What follows belongs to an exercise in optimizing a design on an open flow for small area, a short achievable clock period and few clock cycles; a production flow would make more cautious choices. The RTL was checked by simulation tests, not by an equivalence proof against the original design.

// arm
module arm (
	input  wire        clk,
	input  wire        reset,
	output wire        MemWrite,
	output wire [31:0] Adr,
	output wire [31:0] WriteData,
	input  wire [31:0] ReadData
);
	reg  [31:0] areg;     
	reg  [31:0] yr;       
	reg  [31:2] fpc;      
	reg         ml, mw;   
	reg  [3:0]  mrd;      
	reg  [2:0]  mcnt;     
	reg  [3:0]  flags;    
	reg         dv;
	reg  [31:0] dir;      
	reg  [31:28] dalthi;  
	reg         dptk;     
	reg  [3:0]  drs1, drs2;  
	reg         dimm8;    
	reg  [3:0]  dwa;      
	reg         ev;
	reg  [31:0] ir;
	reg  [31:28] althi;
	reg         ptk;
	reg  [31:0] A, B;
	reg  [3:0]  src1, src2;
	reg         bimm;
	reg  [3:0]  wa;
	wire mcyc = ml | mw;
	wire [3:0] cmd    = ir[24:21];
	wire       sbit   = ir[20];
	wire       is_b   = ir[27];
	wire       is_mem = ~ir[27] & ir[26];
	wire       is_mul = ~ir[27] & ~ir[26] & ~ir[25] & ir[7];
	wire       is_dp  = ~ir[27] & ~ir[26] & ~is_mul;
	wire pass;
	condcheck cc (.Cond(ir[31:28]), .Flags(flags), .CondEx(pass));
	wire ev_now = ev & ~mcyc;
	wire ex = ev_now & pass;
	wire mulfin = mcnt == 3'd4;
	wire mulbusy = ex & is_mul & ~mulfin;
	wire ldst = ex & is_mem;
	wire mispred = ev_now & is_b & (pass ^ ptk);
	wire [31:2] alt = {althi, ir[25:0]};
	wire adv = ~mcyc & ~mulbusy;    
	wire [31:0] op2 = is_mem ? {20'b0, ir[11:0]} : B;
	wire sub = ~is_mem & (cmd == 4'b0010);
	wire [31:0] res, sum;
	wire [3:0] aflags;
	alu alu (.a(A), .b(op2), .cmd(cmd), .sub(sub), .lop(is_dp),
	         .Result(res), .Sum(sum), .ALUFlags(aflags));
	wire ewe = ex & (is_dp | mulfin);    
	wire first = mcnt == 3'd0;
	wire [31:0] ps, pc;
	mulstep ms (.a(B), .ch(A[31:23]), .as(first ? 24'b0 : areg[23:0]),
	            .ac(first ? 24'b0 : yr[23:0]), .s(ps), .c(pc));
	wire setnz = ex & sbit & (is_dp | mulfin);
	wire setcv = ex & sbit & is_dp &
	             ((cmd == 4'b0100) | (cmd == 4'b0010) | (cmd == 4'b1010) | (cmd == 4'b1011));
	always @(posedge clk or posedge reset)
		if (reset)
			flags <= 4'b0;
		else begin
			if (setnz) flags[3:2] <= {res[31], res == 32'b0};
			if (setcv) flags[1:0] <= aflags[1:0];
		end
	wire [31:2] fa4 = areg[31:2] + 30'd1;
	wire [31:0] rd1, rd2;
	wire we = ml | ewe;
	regfile rf (.clk(clk), .we3(we), .s1(16'b1 << drs1), .s2(16'b1 << drs2),
	            .wa3(ml ? mrd : wa), .wd3(ml ? ReadData : res),
  ...
==> module arm, before the edit <==
module arm (
	input  wire        clk,
	input  wire        reset,
	output wire        MemWrite,
	output wire [31:0] Adr,
	output wire [31:0] WriteData,
	input  wire [31:0] ReadData
);
	reg  [31:0] areg;     
	reg  [31:0] yr;       
	reg  [31:2] fpc;      
	reg         ml, mw;   
	reg  [3:0]  mrd;      
	reg  [2:0]  mcnt;     
	reg  [3:0]  flags;    
	reg         dv;
	reg  [31:0] dir;      
	reg  [31:28] dalthi;  
	reg         dptk;     
	reg  [3:0]  drs1, drs2;  
	reg         dimm8;    
	reg  [3:0]  dwa;      
	reg         ev;
	reg  [31:0] ir;
	reg  [31:28] althi;
	reg         ptk;
	reg  [31:0] A, B;
	reg  [3:0]  src1, src2;
	reg         bimm;
	reg  [3:0]  wa;
	wire mcyc = ml | mw;
	wire [3:0] cmd    = ir[24:21];
	wire       sbit   = ir[20];
	wire       is_b   = ir[27];
	wire       is_mem = ~ir[27] & ir[26];
	wire       is_mul = ~ir[27] & ~ir[26] & ~ir[25] & ir[7];
	wire       is_dp  = ~ir[27] & ~ir[26] & ~is_mul;
	wire pass;
	condcheck cc (.Cond(ir[31:28]), .Flags(flags), .CondEx(pass));
	wire ev_now = ev & ~mcyc;
	wire ex = ev_now & pass;
	wire mulfin = mcnt == 3'd4;
	wire mulbusy = ex & is_mul & ~mulfin;
	wire ldst = ex & is_mem;
	wire mispred = ev_now & is_b & (pass ^ ptk);
	wire [31:2] alt = {althi, ir[25:0]};
	wire adv = ~mcyc & ~mulbusy;    
	wire [31:0] op2 = is_mem ? {20'b0, ir[11:0]} : B;
	wire sub = ~is_mem & (cmd == 4'b0010);
	wire [31:0] res, sum;
	wire [3:0] aflags;
	alu alu (.a(A), .b(op2), .cmd(cmd), .sub(sub), .lop(is_dp),
	         .Result(res), .Sum(sum), .ALUFlags(aflags));
	wire ewe = ex & (is_dp | mulfin);    
	wire first = mcnt == 3'd0;
	wire [31:0] ps, pc;
	mulstep ms (.a(B), .ch(A[31:23]), .as(first ? 24'b0 : areg[23:0]),
	            .ac(first ? 24'b0 : yr[23:0]), .s(ps), .c(pc));
	wire setnz = ex & sbit & (is_dp | mulfin);
	wire setcv = ex & sbit & is_dp &
	             ((cmd == 4'b0100) | (cmd == 4'b0010) | (cmd == 4'b1010) | (cmd == 4'b1011));
	always @(posedge clk or posedge reset)
		if (reset)
			flags <= 4'b0;
		else begin
			if (setnz) flags[3:2] <= {res[31], res == 32'b0};
			if (setcv) flags[1:0] <= aflags[1:0];
		end
	wire [31:2] fa4 = areg[31:2] + 30'd1;
	wire [31:0] rd1, rd2;
	wire we = ml | ewe;
	regfile rf (.clk(clk), .we3(we), .s1(16'b1 << drs1), .s2(16'b1 << drs2),
	            .wa3(ml ? mrd : wa), .wd3(ml ? ReadData : res),
	            .r15({fa4, 2'b00}), .rd1(rd1), .rd2(rd2));
	wire byp1 = ewe & (wa == drs1);
	wire byp2 = ewe & (wa == drs2);
	wire [31:0] RD = ReadData;
	wire f_mem  = ~RD[27] & RD[26];
	wire f_mul  = ~RD[27] & ~RD[26] & ~RD[25] & RD[7];
	wire [3:0] rs1 = f_mul ? RD[11:8] : RD[19:16];
	wire [3:0] rs2 = f_mem ? RD[15:12] : RD[3:0];
	wire [31:3] f8hi = areg[31:3] + 29'd1;
	wire [31:2] ftgt = {f8hi, areg[2]} + {{6{RD[23]}}, RD[23:0]};
	wire pred = RD[27] & ((RD[31:28] == 4'b1110) | RD[23]);
	wire [31:2] pnext = pred ? ftgt : fa4;
	wire [31:2] palt = pred ? fa4 : ftgt;
	always @(posedge clk or posedge reset)
		if (reset) begin
			areg <= 32'b0;
			ev <= 1'b0;
			dv <= 1'b0;
			ml <= 1'b0;
			mw <= 1'b0;
			mcnt <= 3'd0;
		end else begin
			if (~ldst & ~mispred & ~mcyc & ~mulbusy)
				areg <= {pnext, 2'b00};
			else if (ldst)
				areg <= sum;
			else if (mispred)
				areg <= {alt, 2'b00};
			else if (mulbusy & (mcnt != 3'd3))
				areg <= ps;
			else
				areg <= {fpc, 2'b00};
			if (adv) begin
				ev <= dv & ~mispred;
				dv <= ~mispred;
			end
			ml <= ldst & ir[20];
			mw <= ldst & ~ir[20];
			mcnt <= mulbusy ? mcnt + 3'd1 : 3'd0;
		end
	always @(posedge clk) begin
		if (adv) begin
			fpc <= pnext;
			if (RD[27])
				{dalthi, dir} <= {palt[31:28], RD[31:26], palt[27:2]};
			else
				{dalthi, dir} <= {4'b0, RD};
			dptk <= pred;
			drs1 <= rs1;
			drs2 <= rs2;
			dimm8 <= ~RD[27] & ~RD[26] & RD[25];
			dwa <= f_mul ? RD[19:16] : RD[15:12];
			{althi, ir} <= {dalthi, dir};
			ptk <= dptk;
			A <= byp1 ? res : rd1;
			B <= dimm8 ? {24'b0, dir[7:0]} : (byp2 ? res : rd2);
			src1 <= drs1;
			src2 <= drs2;
			bimm <= dimm8;
			wa <= dwa;
		end else if (ml) begin
			if (src1 == mrd) A <= ReadData;
			if (src2 == mrd && !bimm) B <= ReadData;
		end else if (mulbusy) begin
			if (mcnt == 3'd3) begin
				A <= ps;
				B <= pc;
			end else
				A <= {A[23:0], 8'b0};
		end
		mrd <= wa;
		yr <= mulbusy ? pc : B;
	end
	assign Adr = areg;
	assign MemWrite = mw;
	assign WriteData = yr;
endmodule
export LEC_CHECK = 0
export CAP_MARGIN = 30
export CORE_MARGIN = 2
export CORE_UTILIZATION = 40
export SLEW_MARGIN = 30
create_clock -name core_clock -period 14.0 [get_ports {clk}]
standard.sh (not shown) runs the stock make flow with config.mk's settings and CLKGATE_MAP_FILE= SYNTH_SCRIPT=/design/flow/synth_recipe.tcl, a recipe that flattens the netlist after the stock synthesis.
==> flow/flow/run.sh <==
#!/bin/bash
set -euo pipefail
bash standard.sh SETUP_SLACK_MARGIN=9.7 TNS_END_PERCENT=10 finish > standard.log 2>&1
Testbench counts at the start, summed over its fixed seeds: cycles 37,962.
Next try:
--- a/flow/design.v
+++ b/flow/design.v
@@ -678,17 +678,14 @@
 	reg         dv;
 	reg  [31:0] dir;      
 	reg  [31:28] dalthi;  
-	reg         dptk;     
 	reg  [3:0]  drs1, drs2;  
 	reg         dimm8;    
 	reg  [3:0]  dwa;      
 	reg         ev;
 	reg  [31:0] ir;
 	reg  [31:28] althi;
-	reg         ptk;
 	reg  [31:0] A, B;
-	reg  [3:0]  src1, src2;
-	reg         bimm;
+	reg         patcha, patchb;  
 	reg  [3:0]  wa;
 	wire mcyc = ml | mw;
 	wire [3:0] cmd    = ir[24:21];
@@ -704,7 +701,7 @@
 	wire mulfin = mcnt == 3'd4;
 	wire mulbusy = ex & is_mul & ~mulfin;
 	wire ldst = ex & is_mem;
-	wire mispred = ev_now & is_b & (pass ^ ptk);
+	wire mispred = ev_now & is_b & ~pass;    
 	wire [31:2] alt = {althi, ir[25:0]};
 	wire adv = ~mcyc & ~mulbusy;    
 	wire [31:0] op2 = is_mem ? {20'b0, ir[11:0]} : B;
@@ -731,11 +728,12 @@
 	wire [31:2] fa4 = areg[31:2] + 30'd1;
 	wire [31:0] rd1, rd2;
 	wire we = ml | ewe;
-	regfile rf (.clk(clk), .we3(we), .s1(16'b1 << drs1), .s2(16'b1 << drs2),
+	regfile rf (.clk(clk), .we3(we), .s1(16'b1 << drs1), .s2(dimm8 ? 16'b0 : 16'b1 << drs2),
 	            .wa3(ml ? mrd : wa), .wd3(ml ? ReadData : res),
 	            .r15({fa4, 2'b00}), .rd1(rd1), .rd2(rd2));
 	wire byp1 = ewe & (wa == drs1);
-	wire byp2 = ewe & (wa == drs2);
+	wire byp2 = ewe & (wa == drs2) & ~dimm8;
+	wire ldnext = ldst & ir[20];    
 	wire [31:0] RD = ReadData;
 	wire f_mem  = ~RD[27] & RD[26];
 	wire f_mul  = ~RD[27] & ~RD[26] & ~RD[25] & RD[7];
@@ -743,9 +741,7 @@
 	wire [3:0] rs2 = f_mem ? RD[15:12] : RD[3:0];
 	wire [31:3] f8hi = areg[31:3] + 29'd1;
 	wire [31:2] ftgt = {f8hi, areg[2]} + {{6{RD[23]}}, RD[23:0]};
-	wire pred = RD[27] & ((RD[31:28] == 4'b1110) | RD[23]);
-	wire [31:2] pnext = pred ? ftgt : fa4;
-	wire [31:2] palt = pred ? fa4 : ftgt;
+	wire [31:2] pnext = RD[27] ? ftgt : fa4;
 	always @(posedge clk or posedge reset)
 		if (reset) begin
 			areg <= 32'b0;
@@ -777,25 +773,22 @@
 		if (adv) begin
 			fpc <= pnext;
 			if (RD[27])
-				{dalthi, dir} <= {palt[31:28], RD[31:26], palt[27:2]};
+				{dalthi, dir} <= {fa4[31:28], RD[31:26], fa4[27:2]};
 			else
 				{dalthi, dir} <= {4'b0, RD};
-			dptk <= pred;
 			drs1 <= rs1;
 			drs2 <= rs2;
 			dimm8 <= ~RD[27] & ~RD[26] & RD[25];
 			dwa <= f_mul ? RD[19:16] : RD[15:12];
 			{althi, ir} <= {dalthi, dir};
-			ptk <= dptk;
 			A <= byp1 ? res : rd1;
-			B <= dimm8 ? {24'b0, dir[7:0]} : (byp2 ? res : rd2);
-			src1 <= drs1;
-			src2 <= drs2;
-			bimm <= dimm8;
+			B <= byp2 ? res : (rd2 | {24'b0, dimm8 ? dir[7:0] : 8'b0});
+			patcha <= ldnext & (drs1 == wa);
+			patchb <= ldnext & (drs2 == wa) & ~dimm8;
 			wa <= dwa;
 		end else if (ml) begin
-			if (src1 == mrd) A <= ReadData;
-			if (src2 == mrd && !bimm) B <= ReadData;
+			if (patcha) A <= ReadData;
+			if (patchb) B <= ReadData;
 		end else if (mulbusy) begin
 			if (mcnt == 3'd3) begin
 				A <= ps;
What happened:
- first-iteration DRC count fell by 2.0%
- design area decreases by about 0.7%
- area after synthesis goes up by 0.36%
- fmax went down by about 2%
- worst setup slack loses 110 ps
- final cell count is higher by about 1%
- register-to-register slack is about the same
- core utilization falls by 0.84 points
- sequential share of layout area went down by 0.19 points
- wire length decreases by 5.4%
Testbench counts after the change, summed over its fixed seeds: cycles 37,970.

==> port drivers added, routing unchanged <==
The results above use ideal ports. As a check the final layouts listed here were re-extracted and re-timed, cells and wires unchanged. Step 1 sets driving cells, clkbuf_16 on the clock port and buf_2 on the other inputs (assumed; they add their load-dependent delay and slew). Step 2, shift: input delay + t, output delay - t, t = (earliest + latest rising clock arrival at the registers) / 2. This alone moves slack from input paths to output paths. Slacks: ideal / step 1 / step 2; pairs: ideal / step 1.
run	t, ns	setup WS [ns]	latest minus earliest clock arrival (ns)
the first run	0.770	8.925 / 8.936 / 8.199	0.033 / 0.033
the second run	0.744	8.820 / 8.767 / 8.022	0.030 / 0.029
After both steps setup and hold are still met in every run listed. The setup slack of the second run, which loses most, moves by -0.053 ns with the drivers and by -0.798 ns with both steps.
